Source: an optimization exercise on an open RTL-to-GDS flow (aim: small area and a short achievable clock period). Production flows keep margins and buffers that such runs may drop.
At most, simulation tests tie the RTL to the original design; equivalence was not proved.
The clock input has no modelled driver; a real chip could not lean on it and would need a root buffer or a full tree.
Power and IR drop assume default switching activity.

==> module PacketArbiter, before the edit <==
module PacketArbiter #
 ( parameter WIDTH = 8,
   parameter DEPTH = 8,
   parameter DLOG2 = 3,
   parameter KLOG2 = 3)
 ( input   clk,
   input   reset,
   input  [WIDTH-1:0]  A_tdata,
   input   A_tvalid,
   input   A_tlast,
   output reg A_tready,
   input  [WIDTH-1:0]  B_tdata,
   input   B_tvalid,
   input   B_tlast,
   output reg B_tready,
   output reg [WIDTH-1:0]  K_tdata,
   output reg K_tvalid,
   output reg K_tlast,
   input   K_tready);
  function [2:0] inc3(input [2:0] v);
    inc3 = {v[2] ^ (v[1] & v[0]), v[1] ^ v[0], ~v[0]};
  endfunction
  function [7:0] jdec(input [3:0] j);
    jdec = { j[3] & ~j[2], j[2] & ~j[1], j[1] & ~j[0], j[3] &  j[0],
             j[2] & ~j[3], j[1] & ~j[2], j[0] & ~j[1], ~j[3] & ~j[0]};
  endfunction
  reg [WIDTH-1:0] A_mem [0:DEPTH-1];
  reg [WIDTH-1:0] B_mem [0:DEPTH-1];
  reg [WIDTH-1:0] K_mem [0:DEPTH-1];
  reg [2:0] wa, wb, lenA, lenB, kw;
  reg [3:0] ra, rb;              
  reg [DEPTH-1:0] kr;            
  reg grant;
  reg [2:0] lsel;    
  reg [WIDTH-1:0] cdata;
  reg [DEPTH-1:0] kwe;
  wire endA = (lenA != 0) && (lenA == kw);
  wire endB = (lenB != 0) && (lenB == kw);
  wire endc = grant ? endB : endA;
  wire [DEPTH-1:0] krn = {kr[DEPTH-1:1], 1'b0};
  wire klast = krn[lsel];
  wire [2:0] lenA_n = (A_tvalid && A_tlast) ? wa : lenA;
  wire [2:0] lenB_n = (B_tvalid && B_tlast) ? wb : lenB;
  wire grant_n = grant ^ endc;
  always @(posedge clk, posedge reset) begin
    if (reset) begin
      wa <= 0; wb <= 0; lenA <= 0; lenB <= 0;
      A_tready <= 1'b0; B_tready <= 1'b0;
    end else begin
      if (A_tvalid) begin
        A_tready <= ~A_tlast;
        wa <= A_tlast ? 3'd0 : inc3(wa);
        if (A_tlast) lenA <= wa;
      end
      if (B_tvalid) begin
        B_tready <= ~B_tlast;
        wb <= B_tlast ? 3'd0 : inc3(wb);
        if (B_tlast) lenB <= wb;
      end
    end
  end
  always @(posedge clk, posedge reset) begin
    if (reset) begin
      ra <= 0; rb <= 0; kw <= 0; grant <= 1'b0; lsel <= 0;
    end else begin
      lsel <= grant_n ? lenA_n : lenB_n;
      if (grant) rb <= {rb[2:0], ~rb[3]};
      else       ra <= {ra[2:0], ~ra[3]};
      kw <= endc ? 3'd0 : inc3(kw);
      grant <= grant_n;
    end
  end
  always @(posedge clk, posedge reset) begin
    if (reset) begin
      kr <= 1; K_tvalid <= 1'b0; K_tlast <= 1'b0;
    end else if (K_tready) begin
      K_tvalid <= 1'b1;
      K_tlast <= klast;
      kr <= klast ? {{(DEPTH-1){1'b0}}, 1'b1} : {kr[DEPTH-2:0], kr[DEPTH-1]};
    end
  end
  wire [DEPTH-1:0] sa = jdec(ra);
  wire [DEPTH-1:0] sb = jdec(rb);
  reg [WIDTH-1:0] crd, krd;
  integer i;
  always @* begin
    crd = {WIDTH{1'b0}};
    krd = {WIDTH{1'b0}};
    for (i = 0; i < DEPTH; i = i + 1) begin
      crd = crd | ({WIDTH{~grant & sa[i]}} & A_mem[i])
                | ({WIDTH{ grant & sb[i]}} & B_mem[i]);
      krd = krd | ({WIDTH{kr[i]}} & K_mem[i]);
    end
  end
  wire kbyp = |(kwe & kr);
  always @(posedge clk) begin
    if (A_tvalid && !reset) A_mem[wa] <= A_tdata;
    if (B_tvalid && !reset) B_mem[wb] <= B_tdata;
    cdata <= crd;
    for (i = 0; i < DEPTH; i = i + 1) begin
      kwe[i] <= !reset && kw == i;
      if (kwe[i]) K_mem[i] <= cdata;
    end
    if (K_tready) K_tdata <= kbyp ? cdata : krd;
  end
endmodule
Settings: LEC_CHECK=0, CAP_MARGIN=20, CORE_MARGIN=2, CORE_UTILIZATION=60, SETUP_SLACK_MARGIN=2.4, SLEW_MARGIN=20; clock period 4.0 ns.
standard.sh (not shown) runs the stock make flow with config.mk's settings and CLKGATE_MAP_FILE= SYNTH_SCRIPT=/design/flow/synth_recipe.tcl, a recipe that flattens the netlist after the stock synthesis.
==> flow/flow/run.sh <==
#!/bin/bash
# Standard ORFS layout, except that:
# - the clock tree is built by flow/cts_pre.tcl (hooked in through PRE_CTS_TCL)
#   instead of TritonCTS;
# - the port buffers are buf_2 cells (BUFFER_PORTS_ARGS).
# make's output goes to make.log here; ORFS's per-step logs stay under orfs/logs.
set -euo pipefail
here=$(pwd)
bash standard.sh "PRE_CTS_TCL=$here/flow/cts_pre.tcl" \
  "BUFFER_PORTS_ARGS=-buffer_cell sky130_fd_sc_hd__buf_2" \
  finish > make.log 2>&1
Other scripts of this flow, unchanged in this note and not shown: flow/flow/cts_pre.tcl, flow/flow/mycts.tcl
Then changed:
--- a/flow/design.v
+++ b/flow/design.v
@@ -21,16 +21,10 @@
     inc3 = {v[2] ^ (v[1] & v[0]), v[1] ^ v[0], ~v[0]};
   endfunction
-  function [7:0] jdec(input [3:0] j);
-    jdec = { j[3] & ~j[2], j[2] & ~j[1], j[1] & ~j[0], j[3] &  j[0],
-             j[2] & ~j[3], j[1] & ~j[2], j[0] & ~j[1], ~j[3] & ~j[0]};
-  endfunction
   reg [WIDTH-1:0] A_mem [0:DEPTH-1];
   reg [WIDTH-1:0] B_mem [0:DEPTH-1];
   reg [WIDTH-1:0] K_mem [0:DEPTH-1];
   reg [2:0] wa, wb, lenA, lenB, kw;
-  reg [3:0] ra, rb;              
-  reg [DEPTH-1:0] kr;            
+  reg [DEPTH-1:0] ra, rb, kr;    
   reg grant;
-  reg [2:0] lsel;    
   reg [WIDTH-1:0] cdata;
   reg [DEPTH-1:0] kwe;
@@ -39,8 +33,5 @@
   wire endc = grant ? endB : endA;
   wire [DEPTH-1:0] krn = {kr[DEPTH-1:1], 1'b0};
-  wire klast = krn[lsel];
-  wire [2:0] lenA_n = (A_tvalid && A_tlast) ? wa : lenA;
-  wire [2:0] lenB_n = (B_tvalid && B_tlast) ? wb : lenB;
-  wire grant_n = grant ^ endc;
+  wire klast = grant ? krn[lenA] : krn[lenB];
   always @(posedge clk, posedge reset) begin
     if (reset) begin
@@ -62,11 +53,10 @@
   always @(posedge clk, posedge reset) begin
     if (reset) begin
-      ra <= 0; rb <= 0; kw <= 0; grant <= 1'b0; lsel <= 0;
+      ra <= 1; rb <= 1; kw <= 0; grant <= 1'b0;
     end else begin
-      lsel <= grant_n ? lenA_n : lenB_n;
-      if (grant) rb <= {rb[2:0], ~rb[3]};
-      else       ra <= {ra[2:0], ~ra[3]};
+      if (grant) rb <= {rb[DEPTH-2:0], rb[DEPTH-1]};
+      else       ra <= {ra[DEPTH-2:0], ra[DEPTH-1]};
       kw <= endc ? 3'd0 : inc3(kw);
-      grant <= grant_n;
+      grant <= grant ^ endc;
     end
   end
@@ -80,6 +70,4 @@
     end
   end
-  wire [DEPTH-1:0] sa = jdec(ra);
-  wire [DEPTH-1:0] sb = jdec(rb);
   reg [WIDTH-1:0] crd, krd;
   integer i;
@@ -88,6 +76,6 @@
     krd = {WIDTH{1'b0}};
     for (i = 0; i < DEPTH; i = i + 1) begin
-      crd = crd | ({WIDTH{~grant & sa[i]}} & A_mem[i])
-                | ({WIDTH{ grant & sb[i]}} & B_mem[i]);
+      crd = crd | ({WIDTH{~grant & ra[i]}} & A_mem[i])
+                | ({WIDTH{ grant & rb[i]}} & B_mem[i]);
       krd = krd | ({WIDTH{kr[i]}} & K_mem[i]);
     end
The new run ran to the end with no violations.
Hold slack loses 0.012 ns.
Setup slack improves by 0.085 ns.
Final cell count went down by 6.5%.
Synthesized cell count drops by 2.5%.
Register-to-register slack improved by 0.08 ns.
The RTL of the first run of this note was laid out without a check of its function. In every run of this note, the design's own scripts or RTL, not TritonCTS, make the clock network.

---

PacketArbiter, a different RTL version from the one above (not shown whole).
Size in the first run: roughly 35 I/O pins.
==> module PacketArbiter, before the edit <==
module PacketArbiter #
 ( parameter WIDTH = 8,
   parameter DEPTH = 8,
   parameter DLOG2 = 3,
   parameter KLOG2 = 3)
 ( input   clk,
   input   reset,
   input  [WIDTH-1:0]  A_tdata,
   input   A_tvalid,
   input   A_tlast,
   output reg A_tready,
   input  [WIDTH-1:0]  B_tdata,
   input   B_tvalid,
   input   B_tlast,
   output reg B_tready,
   output reg [WIDTH-1:0]  K_tdata,
   output reg K_tvalid,
   output reg K_tlast,
   input   K_tready);
  reg [WIDTH-1:0] A_mem [0:DEPTH-1];
  reg [WIDTH-1:0] B_mem [0:DEPTH-1];
  reg [WIDTH-1:0] K_mem [0:DEPTH-1];
  reg [DLOG2-1:0] wa, wb, lenA, lenB, ra, rb;
  reg [KLOG2-1:0] kw, kr;
  reg grant;
  reg [WIDTH-1:0] cdata;
  reg [KLOG2-1:0] kwd;
  reg             kwv;
  wire endA = (lenA != 0) && (lenA == kw);
  wire endB = (lenB != 0) && (lenB == kw);
  wire endc = grant ? endB : endA;
  wire klast = grant ? ((lenA != 0) && (lenA == kr))
                     : ((lenB != 0) && (lenB == kr));
  always @(posedge clk, posedge reset) begin
    if (reset) begin
      wa <= 0; wb <= 0; lenA <= 0; lenB <= 0;
      A_tready <= 1'b0; B_tready <= 1'b0;
    end else begin
      if (A_tvalid) begin
        A_tready <= ~A_tlast;
        wa <= A_tlast ? {DLOG2{1'b0}} : wa + 1'b1;
        if (A_tlast) lenA <= wa;
      end
      if (B_tvalid) begin
        B_tready <= ~B_tlast;
        wb <= B_tlast ? {DLOG2{1'b0}} : wb + 1'b1;
        if (B_tlast) lenB <= wb;
      end
    end
  end
  always @(posedge clk, posedge reset) begin
    if (reset) begin
      ra <= 0; rb <= 0; kw <= 0; grant <= 1'b0;
    end else begin
      if (grant) rb <= rb + 1'b1;
      else       ra <= ra + 1'b1;
      kw <= endc ? {KLOG2{1'b0}} : kw + 1'b1;
      grant <= grant ^ endc;
    end
  end
  always @(posedge clk, posedge reset) begin
    if (reset) begin
      kr <= 0; K_tvalid <= 1'b0; K_tlast <= 1'b0;
    end else if (K_tready) begin
      K_tvalid <= 1'b1;
      K_tlast <= klast;
      kr <= klast ? {KLOG2{1'b0}} : kr + 1'b1;
    end
  end
  wire [DEPTH-1:0] sa, sb, sk;
  genvar j;
  generate
    for (j = 0; j < DEPTH; j = j + 1) begin : g_sel
      assign sa[j] = ~grant & (ra == j);
      assign sb[j] =  grant & (rb == j);
      assign sk[j] = (kr == j);
    end
  endgenerate
  reg [WIDTH-1:0] crd, krd;
  integer i;
  always @* begin
    crd = {WIDTH{1'b0}};
    krd = {WIDTH{1'b0}};
    for (i = 0; i < DEPTH; i = i + 1) begin
      crd = crd | ({WIDTH{sa[i]}} & A_mem[i]) | ({WIDTH{sb[i]}} & B_mem[i]);
      krd = krd | ({WIDTH{sk[i]}} & K_mem[i]);
    end
  end
  wire kbyp = kwv & (kwd == kr);
  always @(posedge clk) begin
    if (A_tvalid && !reset) A_mem[wa] <= A_tdata;
    if (B_tvalid && !reset) B_mem[wb] <= B_tdata;
    cdata <= crd;
    kwd <= kw;
    kwv <= ~reset;
    if (kwv) K_mem[kwd] <= cdata;
    if (K_tready) K_tdata <= kbyp ? cdata : krd;
  end
endmodule
Settings: LEC_CHECK=0, CAP_MARGIN=20, CORE_MARGIN=2, CORE_UTILIZATION=60, SETUP_SLACK_MARGIN=2.3, SLEW_MARGIN=20; clock period 4.0 ns.
==> flow/flow/run.sh <==
#!/bin/bash
# Standard ORFS layout, except that the clock tree is built by flow/cts_pre.tcl
# (hooked in through PRE_CTS_TCL) instead of TritonCTS. make's output goes to
# make.log here; ORFS's per-step logs stay under orfs/logs.
set -euo pipefail
here=$(pwd)
bash standard.sh "PRE_CTS_TCL=$here/flow/cts_pre.tcl" finish > make.log 2>&1
Other scripts of this flow, unchanged in this note and not shown: flow/flow/cts_pre.tcl, flow/flow/mycts.tcl
Rerun with:
==> flow/design.v (replaced) <==
module PacketArbiter #
 ( parameter WIDTH = 8,
   parameter DEPTH = 8,
   parameter DLOG2 = 3,
   parameter KLOG2 = 3)
 ( input   clk,
   input   reset,
   input  [WIDTH-1:0]  A_tdata,
   input   A_tvalid,
   input   A_tlast,
   output reg A_tready,
   input  [WIDTH-1:0]  B_tdata,
   input   B_tvalid,
   input   B_tlast,
   output reg B_tready,
   output reg [WIDTH-1:0]  K_tdata,
   output reg K_tvalid,
   output reg K_tlast,
   input   K_tready);
  function [2:0] inc3(input [2:0] v);
    inc3 = {v[2] ^ (v[1] & v[0]), v[1] ^ v[0], ~v[0]};
  endfunction
  reg [WIDTH-1:0] A_mem [0:DEPTH-1];
  reg [WIDTH-1:0] B_mem [0:DEPTH-1];
  reg [WIDTH-1:0] K_mem [0:DEPTH-1];
  reg [2:0] wa, wb, lenA, lenB, kw;
  reg [DEPTH-1:0] ra, rb, kr;    
  reg grant;
  wire endA = (lenA != 0) && (lenA == kw);
  wire endB = (lenB != 0) && (lenB == kw);
  wire endc = grant ? endB : endA;
  wire [DEPTH-1:0] krn = {kr[DEPTH-1:1], 1'b0};
  wire klast = grant ? krn[lenA] : krn[lenB];
  always @(posedge clk, posedge reset) begin
    if (reset) begin
      wa <= 0; wb <= 0; lenA <= 0; lenB <= 0;
      A_tready <= 1'b0; B_tready <= 1'b0;
    end else begin
      if (A_tvalid) begin
        A_tready <= ~A_tlast;
        wa <= A_tlast ? 3'd0 : inc3(wa);
        if (A_tlast) lenA <= wa;
      end
      if (B_tvalid) begin
        B_tready <= ~B_tlast;
        wb <= B_tlast ? 3'd0 : inc3(wb);
        if (B_tlast) lenB <= wb;
      end
    end
  end
  always @(posedge clk, posedge reset) begin
    if (reset) begin
      ra <= 1; rb <= 1; kw <= 0; grant <= 1'b0;
    end else begin
      if (grant) rb <= {rb[DEPTH-2:0], rb[DEPTH-1]};
      else       ra <= {ra[DEPTH-2:0], ra[DEPTH-1]};
      kw <= endc ? 3'd0 : inc3(kw);
      grant <= grant ^ endc;
    end
  end
  always @(posedge clk, posedge reset) begin
    if (reset) begin
      kr <= 1; K_tvalid <= 1'b0; K_tlast <= 1'b0;
    end else if (K_tready) begin
      K_tvalid <= 1'b1;
      K_tlast <= klast;
      kr <= klast ? {{(DEPTH-1){1'b0}}, 1'b1} : {kr[DEPTH-2:0], kr[DEPTH-1]};
    end
  end
  reg [WIDTH-1:0] crd, krd;
  integer i;
  always @* begin
    crd = {WIDTH{1'b0}};
    krd = {WIDTH{1'b0}};
    for (i = 0; i < DEPTH; i = i + 1) begin
      crd = crd | ({WIDTH{~grant & ra[i]}} & A_mem[i])
                | ({WIDTH{ grant & rb[i]}} & B_mem[i]);
      krd = krd | ({WIDTH{kr[i]}} & K_mem[i]);
    end
  end
  always @(posedge clk) begin
    if (A_tvalid && !reset) A_mem[wa] <= A_tdata;
    if (B_tvalid && !reset) B_mem[wb] <= B_tdata;
    if (!reset) K_mem[kw] <= crd;
    if (K_tready) K_tdata <= krd;
  end
endmodule
The changed run ran to the end with no violations.
Routed wire length decreases by a few percent.
Critical path depth is unchanged.
Hold slack barely changes.
Setup slack is better by 8.0 ps.
Die area drops by a few percent.
Final area decreases by a few percent.
Total power is lower by about a fifth.
Maximum frequency rises slightly.
Synthesized cell count went down by roughly a tenth.
Function was not checked in any run of this note: the RTL went through the layout flow alone. No run of this note takes its clock network from TritonCTS; it comes from the design's own scripts or RTL.

==> port drivers added, routing unchanged <==
No port has a modelled driver above. Below, the same layouts with a new extraction and two added sets of constraints. Step 1 assumes that a clkbuf_16 drives the clock port and a buf_2 every other input. Step 2 moves the port delays by t, midway between the first and last clock arrival at a register: inputs arrive t later, outputs are due t later. That takes back most of the time a late clock gives input paths. Three values: ideal, step 1, step 2; two values: the first two.
run | shift t [ns] | setup slack, ns | worst register clock-pin slew, ns
the first run of note 1 | 0.380 | 2.226 / 2.226 / 2.029 | 0.07 / 0.07
the second run of note 1 | 0.371 | 2.311 / 2.274 / 2.116 | 0.07 / 0.07
the first run of note 2 | 0.390 | 2.223 / 2.223 / 2.001 | 0.12 / 0.12
the second run of note 2 | 0.396 | 2.231 / 2.231 / 1.998 | 0.12 / 0.12
After both steps every run listed still meets setup and hold. The setup slack of the second run of note 2, which loses most, moves by 0.000 ns with the drivers and by -0.233 ns with both steps.
